Context: an optimization exercise on an open-source flow, tuned for small area. The choices shown serve that exercise and are no tape-out recipe. Where RTL was checked, it was by simulation tests only, not by an equivalence proof against the original.

==> job 3767: inputs <==
==> flow/design.v <==
module myModule (clk, reset,
		red_input, green_input, blue_input,
		x_pos, y_pos,
		f_val, d_val,
		data_out1, data_out2, hist_out, cumhist_out,
		grey_check, grey_delayed,
		yLine25, yLine50, yLine75);
	input clk, f_val, d_val, reset;
	input [11:0] red_input, green_input, blue_input;
	input [15:0] x_pos;
	input [15:0] y_pos;
	output [15:0] data_out1, data_out2;
	output [19:0] hist_out, cumhist_out;
	output reg [11:0] grey_check;
	output reg [11:0] grey_delayed;
	output reg [7:0] yLine25, yLine50, yLine75;
	localparam K = 4;
	localparam L = 16;
	localparam R = 16;
	localparam HW = 13;
	localparam NS = 15;
	function [3:0] popc16(input [15:0] x);
		reg [1:0] a0, a1, a2, a3, a4, a5, a6, a7;
		reg [2:0] b0, b1, b2, b3;
		reg [3:0] c0, c1;
		begin
			a0 = x[0] + x[1];   a1 = x[2] + x[3];
			a2 = x[4] + x[5];   a3 = x[6] + x[7];
			a4 = x[8] + x[9];   a5 = x[10] + x[11];
			a6 = x[12] + x[13]; a7 = x[14] + x[15];
			b0 = a0 + a1; b1 = a2 + a3; b2 = a4 + a5; b3 = a6 + a7;
			c0 = b0 + b1; c1 = b2 + b3;
			popc16 = c0 + c1;
		end
	endfunction
	function [3:0] therm(input [15:0] t);
		reg [3:0] n;
		begin
			n[3] = t[8];
			n[2] = n[3] ? t[12] : t[4];
			n[1] = t[{n[3:2], 2'b10}];
			n[0] = t[{n[3:1], 1'b1}];
			therm = n;
		end
	endfunction
	reg [11:0] grey;
	always @(posedge clk) begin
		grey <= (red_input + green_input + blue_input) / 3;
		grey_check <= grey;
		grey_delayed <= grey_check;
	end
	assign data_out1 = {1'b0, grey[11:7], grey[11:2]};
	assign data_out2 = {1'b0, grey[6:2], grey[11:2]};
	reg in_frame;      
	reg pix_val;       
	reg sweeping;      
	reg publishing;    
	reg req_pub;       
	reg [7:0] k;       
	wire frame_end = reset & in_frame & ~f_val;
	wire [3:0] ph = k[3:0];
	wire gclr = sweeping & (k == 8'd255);
	wire [7:0] pbin = grey[11:4];
	reg [3:0] lo [0:255];
	reg [255:0] pd;
	reg [HW*L-1:0] ring [0:R-1];
	wire [HW-1:0] hsum [0:R-1];
	wire [R-1:0] ovf_req;
	wire [R-1:0] ovf_gnt;
	reg [7:0] tag [0:NS-1];
	reg [3:0] nsl;     
	genvar gb, gr;
	generate
		for (gb = 0; gb < 256; gb = gb + 1) begin : g_bin
			wire inc = pix_val & (pbin == gb);
			wire [3:0] lov = lo[gb];
			wire carry = inc & (&lov);
			always @(posedge clk) begin
				if (gclr) lo[gb] <= 4'd0;
				else if (inc) lo[gb] <= lo[gb] + 1'b1;
				pd[gb] <= carry | (pd[gb] & (ph != (gb % L)));
			end
		end
		for (gr = 0; gr < R; gr = gr + 1) begin : g_ring
			wire [L-1:0] pdr = pd[gr*L +: L];
			assign hsum[gr] = ring[gr][HW*L-1 -: HW] + pdr[ph];
			assign ovf_req[gr] = hsum[gr][HW-1] & ~sweeping;
			wire clr = sweeping & (k[7:4] == gr);
			wire [HW-1:0] st = clr ? {HW{1'b0}} :
			                   {hsum[gr][HW-1] & ~ovf_gnt[gr], hsum[gr][HW-2:0]};
			always @(posedge clk)
				ring[gr] <= {ring[gr][HW*(L-1)-1:0], st};
		end
	endgenerate
	assign ovf_gnt = ovf_req & ~(ovf_req - 1'b1);
	reg [3:0] gnt_r;
	integer gi;
	always @* begin
		gnt_r = 4'd0;
		for (gi = 0; gi < R; gi = gi + 1)
			if (ovf_gnt[gi]) gnt_r = gnt_r | gi[3:0];
	end
	always @(posedge clk) begin
		if (gclr) nsl <= 4'd0;
		else if (|ovf_req) nsl <= nsl + 1'b1;
	end
	genvar gs;
	generate
		for (gs = 0; gs < NS; gs = gs + 1) begin : g_slot
			always @(posedge clk)
				if ((|ovf_req) && nsl == gs) tag[gs] <= {gnt_r, ph};
		end
	endgenerate
	wire [HW-1:0] hk = hsum[k[7:4]];
	reg [NS-1:0] hit;
	integer si;
	always @*
		for (si = 0; si < NS; si = si + 1)
			hit[si] = (si < nsl) && (tag[si] == k);
	wire [3:0] slots_k = popc16({hit, hk[HW-1]});
	wire [7:0] lsel = 8'd1 << k[2:0];
	reg [4*32-1:0] lgrp;
	integer li, lj;
	always @* begin
		lgrp = {4*32{1'b0}};
		for (li = 0; li < 32; li = li + 1)
			for (lj = 0; lj < 8; lj = lj + 1)
				lgrp[li*4 +: 4] = lgrp[li*4 +: 4] | (lo[8*li+lj] & {4{lsel[lj]}});
	end
	wire [3:0] lo_k = lgrp[k[7:3]*4 +: 4];
	wire [19:0] bcount = {slots_k, hk[HW-2:0], lo_k};
	reg [16*256-1:0] pring;
	reg [3:0] hacc;
	reg [8:0] mk [0:14];
	reg [19:0] bq;
	reg pub1;
	always @(posedge clk) bq <= bcount;
	wire [19:0] prevc = (k == 8'd1) ? 20'd0 : {hacc, pring[15:0]};
	wire [19:0] cnext = prevc + bq;
	always @(posedge clk)
		pring <= {pring[16*255-1:0], pub1 ? cnext[15:0] : pring[16*256-1 -: 16]};
	reg pub_d;
	reg [2:0] done;
	wire [8:0] kk = {pub_d & ~pub1, k - 8'd1};
	wire [7:0] km2 = k - 8'd2;
	wire pub_first = pub1 & ~pub_d;
	wire [19:0] cprev = {hacc, pring[15:0]};
	genvar gv;
	generate
		for (gv = 1; gv <= 15; gv = gv + 1) begin : g_mk
			always @(posedge clk)
				if (pub_first) mk[gv-1] <= 9'd0;
				else if (pub_d && hacc < gv) mk[gv-1] <= kk;
		end
	endgenerate
	always @(posedge clk) begin
		if (pub1) hacc <= cnext[19:16];
		if (!reset) begin
			in_frame <= 1'b0;
			pix_val <= 1'b0;
			sweeping <= 1'b1;
			publishing <= 1'b0;
			pub_d <= 1'b0;
			pub1 <= 1'b0;
			req_pub <= 1'b0;
			k <= 8'd0;
			yLine25 <= 8'd0;
			yLine50 <= 8'd0;
			yLine75 <= 8'd0;
		end else begin
			in_frame <= f_val;
			pix_val <= in_frame & f_val & d_val;
			pub1 <= publishing;
			pub_d <= pub1;
			k <= k + 8'd1;
			if (k == 8'd255) begin
				sweeping <= req_pub | frame_end;
				publishing <= req_pub | frame_end;
				req_pub <= 1'b0;
			end else if (frame_end)
				req_pub <= 1'b1;
			if (pub_first) done <= 3'b000;
			else if (pub_d) begin
				if (!done[0] && cprev > 20'd96000) begin yLine25 <= km2; done[0] <= 1'b1; end
				if (!done[1] && cprev > 20'd192000) begin yLine50 <= km2; done[1] <= 1'b1; end
				if (!done[2] && cprev > 20'd288000) begin yLine75 <= km2; done[2] <= 1'b1; end
			end
		end
	end
	reg [7:0] pos;      
	reg [7:0] ra;       
	always @(posedge clk) begin
		pos <= k - y_pos[7:0] - 8'd1;
		ra <= y_pos[7:0];
	end
	wire [6:0] oidx = pos[7:1];
	wire [6:0] eidx = pos[7:1] + {6'd0, pos[0]};
	wire [7:0] esel = 8'd1 << eidx[2:0];
	wire [7:0] osel = 8'd1 << oidx[2:0];
	reg [16*16-1:0] egrp, ogrp;
	integer gi2, gj;
	always @* begin
		egrp = {16*16{1'b0}};
		ogrp = {16*16{1'b0}};
		for (gi2 = 0; gi2 < 16; gi2 = gi2 + 1)
			for (gj = 0; gj < 8; gj = gj + 1) begin
				egrp[gi2*16 +: 16] = egrp[gi2*16 +: 16] | (pring[(2*(8*gi2+gj))*16 +: 16] & {16{esel[gj]}});
				ogrp[gi2*16 +: 16] = ogrp[gi2*16 +: 16] | (pring[(2*(8*gi2+gj)+1)*16 +: 16] & {16{osel[gj]}});
			end
	end
	wire [15:0] ev = egrp[eidx[6:3]*16 +: 16];
	wire [15:0] od = ogrp[oidx[6:3]*16 +: 16];
	reg [15:0] ta, tam;
	integer vi;
	always @* begin
		ta[0] = 1'b1;
		tam[0] = 1'b1;
		for (vi = 0; vi < 15; vi = vi + 1) begin
			ta[vi+1] = (mk[vi] <= {1'b0, ra});
			tam[vi+1] = (mk[vi] < {1'b0, ra});
		end
	end
	wire [3:0] hi_a = therm(ta);
	wire [3:0] hi_am = therm(tam);
	wire a_zero = (ra == 8'd0);
	wire [19:0] c_a  = {hi_a, pos[0] ? od : ev};
	wire [19:0] c_am = a_zero ? 20'd0 : {hi_am, pos[0] ? ev : od};
	assign cumhist_out = c_a;
	assign hist_out = c_a - c_am;
endmodule
==> flow/flow/run.sh <==
#!/bin/bash
export CTS_ARGS="-sink_clustering_enable -repair_clock_nets -dont_use_dummy_load -sink_clustering_size 30 -sink_clustering_max_diameter 60"
bash standard.sh > standard.log 2>&1
==> flow/standard.sh <==
#!/bin/bash
# synth_recipe.tcl (not shown) runs the flow's synth.tcl, then flattens the netlist and writes it again
# the make line also repeats each setting of config.mk as NAME=value (left out here)
make -C /OpenROAD-flow-scripts/flow DESIGN_CONFIG=/design/flow/config.mk WORK_HOME=/design/flow/orfs CLKGATE_MAP_FILE= SYNTH_SCRIPT=/design/flow/synth_recipe.tcl "${@:-finish}"
==> flow/config.mk <==
export PLATFORM = sky130hd
export DESIGN_NAME = myModule
export DESIGN_NICKNAME = myModule
export VERILOG_FILES = /design/flow/design.v
export SDC_FILE = /design/flow/constraint.sdc
export NUM_CORES = 8
export LEC_CHECK = 0
export CAP_MARGIN = 20
export CORE_MARGIN = 2
export CORE_UTILIZATION = 55
export PLACE_DENSITY = 0.65
export SLEW_MARGIN = 20
export SYNTH_MEMORY_MAX_BITS = 16384
==> flow/constraint.sdc <==
create_clock -name core_clock -period 10.0 [get_ports {clk}]
set_input_delay 2.0000 -clock core_clock [delete_from_list [all_inputs] [get_ports {clk}]]
set_output_delay 2.0000 -clock core_clock [all_outputs]
set_load 0.01 [all_outputs]
==> job 2931 (differences from job 3767) <==
==> flow/design.v, changed modules only <==
module myModule (clk, reset,
		red_input, green_input, blue_input,
		x_pos, y_pos,
		f_val, d_val,
		data_out1, data_out2, hist_out, cumhist_out,
		grey_check, grey_delayed,
		yLine25, yLine50, yLine75);
	input clk, f_val, d_val, reset;
	input [11:0] red_input, green_input, blue_input;
	input [15:0] x_pos;
	input [15:0] y_pos;
	output [15:0] data_out1, data_out2;
	output [19:0] hist_out, cumhist_out;
	output reg [11:0] grey_check;
	output reg [11:0] grey_delayed;
	output reg [7:0] yLine25, yLine50, yLine75;
	localparam K = 4;
	localparam L = 16;
	localparam R = 16;
	localparam HW = 13;
	localparam NS = 15;
	reg [11:0] grey;
	always @(posedge clk) begin
		grey <= (red_input + green_input + blue_input) / 3;
		grey_check <= grey;
		grey_delayed <= grey_check;
	end
	assign data_out1 = {1'b0, grey[11:7], grey[11:2]};
	assign data_out2 = {1'b0, grey[6:2], grey[11:2]};
	reg in_frame;      
	reg pix_val;       
	reg sweeping;      
	reg publishing;    
	reg req_pub;       
	reg [7:0] k;       
	wire frame_end = reset & in_frame & ~f_val;
	wire [3:0] ph = k[3:0];
	wire gclr = sweeping & (k == 8'd255);
	wire [7:0] pbin = grey[11:4];
	reg [3:0] lo [0:255];
	reg [255:0] pd;
	reg [HW*L-1:0] ring [0:R-1];
	wire [HW-1:0] hsum [0:R-1];
	wire [R-1:0] ovf_req;
	wire [R-1:0] ovf_gnt;
	reg [7:0] tag [0:NS-1];
	reg [3:0] nsl;     
	genvar gb, gr;
	generate
		for (gb = 0; gb < 256; gb = gb + 1) begin : g_bin
			wire inc = pix_val & (pbin == gb);
			wire [3:0] lov = lo[gb];
			wire carry = inc & (&lov);
			always @(posedge clk) begin
				if (gclr) lo[gb] <= 4'd0;
				else if (inc) lo[gb] <= lo[gb] + 1'b1;
				pd[gb] <= carry | (pd[gb] & (ph != (gb % L)));
			end
		end
		for (gr = 0; gr < R; gr = gr + 1) begin : g_ring
			wire [L-1:0] pdr = pd[gr*L +: L];
			assign hsum[gr] = ring[gr][HW*L-1 -: HW] + pdr[ph];
			assign ovf_req[gr] = hsum[gr][HW-1] & ~sweeping;
			wire clr = sweeping & (k[7:4] == gr);
			wire [HW-1:0] st = clr ? {HW{1'b0}} :
			                   {hsum[gr][HW-1] & ~ovf_gnt[gr], hsum[gr][HW-2:0]};
			always @(posedge clk)
				ring[gr] <= {ring[gr][HW*(L-1)-1:0], st};
		end
	endgenerate
	assign ovf_gnt = ovf_req & ~(ovf_req - 1'b1);
	reg [3:0] gnt_r;
	integer gi;
	always @* begin
		gnt_r = 4'd0;
		for (gi = 0; gi < R; gi = gi + 1)
			if (ovf_gnt[gi]) gnt_r = gnt_r | gi[3:0];
	end
	always @(posedge clk) begin
		if (gclr) nsl <= 4'd0;
		else if (|ovf_req) nsl <= nsl + 1'b1;
	end
	genvar gs;
	generate
		for (gs = 0; gs < NS; gs = gs + 1) begin : g_slot
			always @(posedge clk)
				if ((|ovf_req) && nsl == gs) tag[gs] <= {gnt_r, ph};
		end
	endgenerate
	wire [HW-1:0] hk = hsum[k[7:4]];
	reg [3:0] slots_k;
	integer si;
	always @* begin
		slots_k = {3'd0, hk[HW-1]};
		for (si = 0; si < NS; si = si + 1)
			if (si < nsl && tag[si] == k) slots_k = slots_k + 1'b1;
	end
	wire [19:0] bcount = {slots_k, hk[HW-2:0], lo[k]};
	reg [16*256-1:0] pring;
	reg [3:0] hacc;
	reg [8:0] mk [0:14];
	wire [19:0] prevc = (k == 8'd0) ? 20'd0 : {hacc, pring[15:0]};
	wire [19:0] cnext = prevc + bcount;
	always @(posedge clk)
		pring <= {pring[16*255-1:0], publishing ? cnext[15:0] : pring[16*256-1 -: 16]};
	genvar gv;
	generate
		for (gv = 1; gv <= 15; gv = gv + 1) begin : g_mk
			always @(posedge clk)
				if (publishing) begin
					if (cnext[19:16] < gv) mk[gv-1] <= {1'b0, k} + 9'd1;
					else if (k == 8'd0) mk[gv-1] <= 9'd0;
				end
		end
	endgenerate
	always @(posedge clk) begin
		if (publishing) hacc <= cnext[19:16];
		if (!reset) begin
			in_frame <= 1'b0;
			pix_val <= 1'b0;
			sweeping <= 1'b1;
			publishing <= 1'b0;
			req_pub <= 1'b0;
			k <= 8'd0;
			yLine25 <= 8'd0;
			yLine50 <= 8'd0;
			yLine75 <= 8'd0;
		end else begin
			in_frame <= f_val;
			pix_val <= in_frame & f_val & d_val;
			k <= k + 8'd1;
			if (k == 8'd255) begin
				sweeping <= req_pub | frame_end;
				publishing <= req_pub | frame_end;
				req_pub <= 1'b0;
			end else if (frame_end)
				req_pub <= 1'b1;
			if (publishing) begin
				if (prevc <= 20'd96000 && cnext > 20'd96000) yLine25 <= k;
				if (prevc <= 20'd192000 && cnext > 20'd192000) yLine50 <= k;
				if (prevc <= 20'd288000 && cnext > 20'd288000) yLine75 <= k;
			end
		end
	end
	reg [7:0] pos;      
	reg [7:0] ra;       
	always @(posedge clk) begin
		pos <= k - y_pos[7:0];
		ra <= y_pos[7:0];
	end
	wire [6:0] oidx = pos[7:1];
	wire [6:0] eidx = pos[7:1] + {6'd0, pos[0]};
	reg [15:0] ev, od;
	integer i;
	always @* begin
		ev = 16'd0;
		od = 16'd0;
		for (i = 0; i < 128; i = i + 1) begin
			ev = ev | (pring[(2*i)*16 +: 16] & {16{eidx == i}});
			od = od | (pring[(2*i+1)*16 +: 16] & {16{oidx == i}});
		end
	end
	reg [3:0] hi_a, hi_am;
	integer vi;
	always @* begin
		hi_a = 4'd0;
		hi_am = 4'd0;
		for (vi = 0; vi < 15; vi = vi + 1) begin
			if (mk[vi] <= {1'b0, ra}) hi_a = hi_a + 1'b1;
			if (mk[vi] < {1'b0, ra}) hi_am = hi_am + 1'b1;
		end
	end
	wire a_zero = (ra == 8'd0);
	wire [19:0] c_a  = {hi_a, pos[0] ? od : ev};
	wire [19:0] c_am = a_zero ? 20'd0 : {hi_am, pos[0] ? ev : od};
	assign cumhist_out = c_a;
	assign hist_out = c_a - c_am;
endmodule
==> flow/run.sh (new file) <==
#!/bin/bash
# synth_recipe.tcl (not shown) runs the flow's synth.tcl, then flattens the netlist and writes it again
# the make line also repeats each setting of config.mk as NAME=value (left out here)
make -C /OpenROAD-flow-scripts/flow DESIGN_CONFIG=/design/flow/config.mk WORK_HOME=/design/flow/orfs CLKGATE_MAP_FILE= SYNTH_SCRIPT=/design/flow/synth_recipe.tcl finish
Settings changed: CORE_UTILIZATION 55 to 65, CTS_CLUSTER_SIZE set to 24, GPL_TIMING_DRIVEN set to 0, PLACE_DENSITY 0.65 to 0.75.
removed: flow/flow/run.sh
removed: flow/standard.sh
==> job 4624 (differences from job 3767) <==
==> flow/design.v, changed modules only <==
module myModule (clk, reset,
		red_input, green_input, blue_input,
		x_pos, y_pos,
		f_val, d_val,
		data_out1, data_out2, hist_out, cumhist_out,
		grey_check, grey_delayed,
		yLine25, yLine50, yLine75);
	input clk, f_val, d_val, reset;
	input [11:0] red_input, green_input, blue_input;
	input [15:0] x_pos;
	input [15:0] y_pos;
	output [15:0] data_out1, data_out2;
	output [19:0] hist_out, cumhist_out;
	output reg [11:0] grey_check;
	output reg [11:0] grey_delayed;
	output reg [7:0] yLine25, yLine50, yLine75;
	localparam K = 4;
	localparam L = 16;
	localparam R = 16;
	localparam HW = 13;
	localparam NS = 15;
	function [3:0] popc16(input [15:0] x);
		reg [1:0] a0, a1, a2, a3, a4, a5, a6, a7;
		reg [2:0] b0, b1, b2, b3;
		reg [3:0] c0, c1;
		begin
			a0 = x[0] + x[1];   a1 = x[2] + x[3];
			a2 = x[4] + x[5];   a3 = x[6] + x[7];
			a4 = x[8] + x[9];   a5 = x[10] + x[11];
			a6 = x[12] + x[13]; a7 = x[14] + x[15];
			b0 = a0 + a1; b1 = a2 + a3; b2 = a4 + a5; b3 = a6 + a7;
			c0 = b0 + b1; c1 = b2 + b3;
			popc16 = c0 + c1;
		end
	endfunction
	function [3:0] therm(input [15:0] t);
		reg [3:0] n;
		begin
			n[3] = t[8];
			n[2] = n[3] ? t[12] : t[4];
			n[1] = t[{n[3:2], 2'b10}];
			n[0] = t[{n[3:1], 1'b1}];
			therm = n;
		end
	endfunction
	reg [11:0] grey;
	always @(posedge clk) begin
		grey <= (red_input + green_input + blue_input) / 3;
		grey_check <= grey;
		grey_delayed <= grey_check;
	end
	assign data_out1 = {1'b0, grey[11:7], grey[11:2]};
	assign data_out2 = {1'b0, grey[6:2], grey[11:2]};
	reg in_frame;      
	reg pix_val;       
	reg sweeping;      
	reg publishing;    
	reg req_pub;       
	reg [7:0] k;       
	wire frame_end = reset & in_frame & ~f_val;
	wire [3:0] ph = k[3:0];
	wire gclr = sweeping & (k == 8'd255);
	wire [7:0] pbin = grey[11:4];
	reg [3:0] lo [0:255];
	reg [255:0] pd;
	reg [HW*L-1:0] ring [0:R-1];
	wire [HW-1:0] hsum [0:R-1];
	wire [R-1:0] ovf_req;
	wire [R-1:0] ovf_gnt;
	reg [7:0] tag [0:NS-1];
	reg [3:0] nsl;     
	genvar gb, gr;
	generate
		for (gb = 0; gb < 256; gb = gb + 1) begin : g_bin
			wire inc = pix_val & (pbin == gb);
			wire [3:0] lov = lo[gb];
			wire carry = inc & (&lov);
			always @(posedge clk) begin
				if (gclr) lo[gb] <= 4'd0;
				else if (inc) lo[gb] <= lo[gb] + 1'b1;
				pd[gb] <= carry | (pd[gb] & (ph != (gb % L)));
			end
		end
		for (gr = 0; gr < R; gr = gr + 1) begin : g_ring
			wire [L-1:0] pdr = pd[gr*L +: L];
			assign hsum[gr] = ring[gr][HW*L-1 -: HW] + pdr[ph];
			assign ovf_req[gr] = hsum[gr][HW-1] & ~sweeping;
			wire clr = sweeping & (k[7:4] == gr);
			wire [HW-1:0] st = clr ? {HW{1'b0}} :
			                   {hsum[gr][HW-1] & ~ovf_gnt[gr], hsum[gr][HW-2:0]};
			always @(posedge clk)
				ring[gr] <= {ring[gr][HW*(L-1)-1:0], st};
		end
	endgenerate
	assign ovf_gnt = ovf_req & ~(ovf_req - 1'b1);
	reg [3:0] gnt_r;
	integer gi;
	always @* begin
		gnt_r = 4'd0;
		for (gi = 0; gi < R; gi = gi + 1)
			if (ovf_gnt[gi]) gnt_r = gnt_r | gi[3:0];
	end
	always @(posedge clk) begin
		if (gclr) nsl <= 4'd0;
		else if (|ovf_req) nsl <= nsl + 1'b1;
	end
	genvar gs;
	generate
		for (gs = 0; gs < NS; gs = gs + 1) begin : g_slot
			always @(posedge clk)
				if ((|ovf_req) && nsl == gs) tag[gs] <= {gnt_r, ph};
		end
	endgenerate
	wire [HW-1:0] hk = hsum[k[7:4]];
	reg [NS-1:0] hit;
	integer si;
	always @*
		for (si = 0; si < NS; si = si + 1)
			hit[si] = (si < nsl) && (tag[si] == k);
	wire [3:0] slots_k = popc16({hit, hk[HW-1]});
	wire [19:0] bcount = {slots_k, hk[HW-2:0], lo[k]};
	reg [16*256-1:0] pring;
	reg [3:0] hacc;
	reg [8:0] mk [0:14];
	wire [19:0] prevc = (k == 8'd0) ? 20'd0 : {hacc, pring[15:0]};
	wire [19:0] cnext = prevc + bcount;
	always @(posedge clk)
		pring <= {pring[16*255-1:0], publishing ? cnext[15:0] : pring[16*256-1 -: 16]};
	reg pub_d;
	reg [2:0] done;
	wire [8:0] kk = {pub_d & ~publishing, k};
	wire [7:0] km1 = k - 8'd1;
	wire pub_first = publishing & ~pub_d;
	wire [19:0] cprev = {hacc, pring[15:0]};
	genvar gv;
	generate
		for (gv = 1; gv <= 15; gv = gv + 1) begin : g_mk
			always @(posedge clk)
				if (pub_first) mk[gv-1] <= 9'd0;
				else if (pub_d && hacc < gv) mk[gv-1] <= kk;
		end
	endgenerate
	always @(posedge clk) begin
		if (publishing) hacc <= cnext[19:16];
		if (!reset) begin
			in_frame <= 1'b0;
			pix_val <= 1'b0;
			sweeping <= 1'b1;
			publishing <= 1'b0;
			pub_d <= 1'b0;
			req_pub <= 1'b0;
			k <= 8'd0;
			yLine25 <= 8'd0;
			yLine50 <= 8'd0;
			yLine75 <= 8'd0;
		end else begin
			in_frame <= f_val;
			pix_val <= in_frame & f_val & d_val;
			pub_d <= publishing;
			k <= k + 8'd1;
			if (k == 8'd255) begin
				sweeping <= req_pub | frame_end;
				publishing <= req_pub | frame_end;
				req_pub <= 1'b0;
			end else if (frame_end)
				req_pub <= 1'b1;
			if (pub_first) done <= 3'b000;
			else if (pub_d) begin
				if (!done[0] && cprev > 20'd96000) begin yLine25 <= km1; done[0] <= 1'b1; end
				if (!done[1] && cprev > 20'd192000) begin yLine50 <= km1; done[1] <= 1'b1; end
				if (!done[2] && cprev > 20'd288000) begin yLine75 <= km1; done[2] <= 1'b1; end
			end
		end
	end
	reg [7:0] pos;      
	reg [7:0] ra;       
	always @(posedge clk) begin
		pos <= k - y_pos[7:0];
		ra <= y_pos[7:0];
	end
	wire [6:0] oidx = pos[7:1];
	wire [6:0] eidx = pos[7:1] + {6'd0, pos[0]};
	wire [15:0] ev = pring[{eidx, 1'b0}*16 +: 16];
	wire [15:0] od = pring[{oidx, 1'b1}*16 +: 16];
	reg [15:0] ta, tam;
	integer vi;
	always @* begin
		ta[0] = 1'b1;
		tam[0] = 1'b1;
		for (vi = 0; vi < 15; vi = vi + 1) begin
			ta[vi+1] = (mk[vi] <= {1'b0, ra});
			tam[vi+1] = (mk[vi] < {1'b0, ra});
		end
	end
	wire [3:0] hi_a = therm(ta);
	wire [3:0] hi_am = therm(tam);
	wire a_zero = (ra == 8'd0);
	wire [19:0] c_a  = {hi_a, pos[0] ? od : ev};
	wire [19:0] c_am = a_zero ? 20'd0 : {hi_am, pos[0] ? ev : od};
	assign cumhist_out = c_a;
	assign hist_out = c_a - c_am;
endmodule
==> flow/run.sh (new file) <==
#!/bin/bash
# synth_recipe.tcl (not shown) runs the flow's synth.tcl, then flattens the netlist and writes it again
# the make line also repeats each setting of config.mk as NAME=value (left out here)
make -C /OpenROAD-flow-scripts/flow DESIGN_CONFIG=/design/flow/config.mk WORK_HOME=/design/flow/orfs CLKGATE_MAP_FILE= SYNTH_SCRIPT=/design/flow/synth_recipe.tcl finish
Settings changed: CTS_CLUSTER_DIAMETER set to 70, CTS_CLUSTER_SIZE set to 35.
removed: flow/flow/run.sh
removed: flow/standard.sh
==> flow_summary.ini <==
[worst_setup_path]
startpoint_type = register
rr_endpoint = hacc[3]$_DFFE_PP_

[run_status]
status = timing/DRC/antenna clean

[finish]
multiInputGateArea_sq_um = 81800

[pwr]
p_int_mw = 48.5

[sta]
skew_ns = 0.0980
hold_violations = 0

[placement]
dp_hpwl_um = 551000
the above is filed under job 4624

==> flow_summary.ini <==
[placement]
dp_hpwl_um = 423000

[min_path]
hp-class = reg2reg

[finish]
post-route-util = 0.604
multiInputGateArea_sq_um = 74700

[sta]
skew_ns = 0.0871
hold_violations = 0

[pwr]
p_int_mw = 47.7

[run_status]
status = timing/DRC/antenna clean
the above is filed under job 3767

==> flow_summary.ini <==
[placement]
dp_hpwl_um = 1180000
placed_area_sq_um = 285000

[global_routing]
gr-total-overflow = 19800
grt_usage = 0.962

[clocking]
cts_buffers = 781
clockBufferDepth = 4

[synth]
synth-simple-area-share = 0.0904

[run_status]
error = [ERROR GRT-0116] Global routing finished with congestion. Check the congestion regions in the DRC Viewer.
status = did not finish
stop_stage = 5_1_grt
the above is filed under job 2931

Function not checked in job 2931 and job 4624: the RTL went through the layout flow alone.

## afterwards: timing with drivers on the ports
The flow's constraints put no driver on any port. The routed layouts listed below were extracted and timed again, unchanged, in two steps.
Step 1 (the two cells are an assumption about what drives the block):
set clk [get_ports {clk}]
set_driving_cell -lib_cell sky130_fd_sc_hd__clkbuf_16 $clk
set_driving_cell -lib_cell sky130_fd_sc_hd__buf_2 [delete_from_list [all_inputs] $clk]
Step 2, shift: input delay + t, output delay - t, t = (earliest + latest rising clock arrival at the registers) / 2. This alone moves slack from input paths to output paths.
Slacks: ideal / step 1 / step 2; pairs: ideal / step 1.
run | t (ns) | slack for setup (ns) | worst hold slack (ns) | slew at the worst register clock pin (ns) | pins driven straight from the clock port
job 3767 | 1.151 | 0.250 / 0.131 / 0.677 | 0.270 / 0.270 / 0.270 | 0.11 / 0.11 | 1
job 4624 | 1.167 | 0.215 / 0.114 / 0.215 | 0.285 / 0.285 / 0.285 | 0.12 / 0.12 | 1
After both steps setup and hold are still met in every run listed.
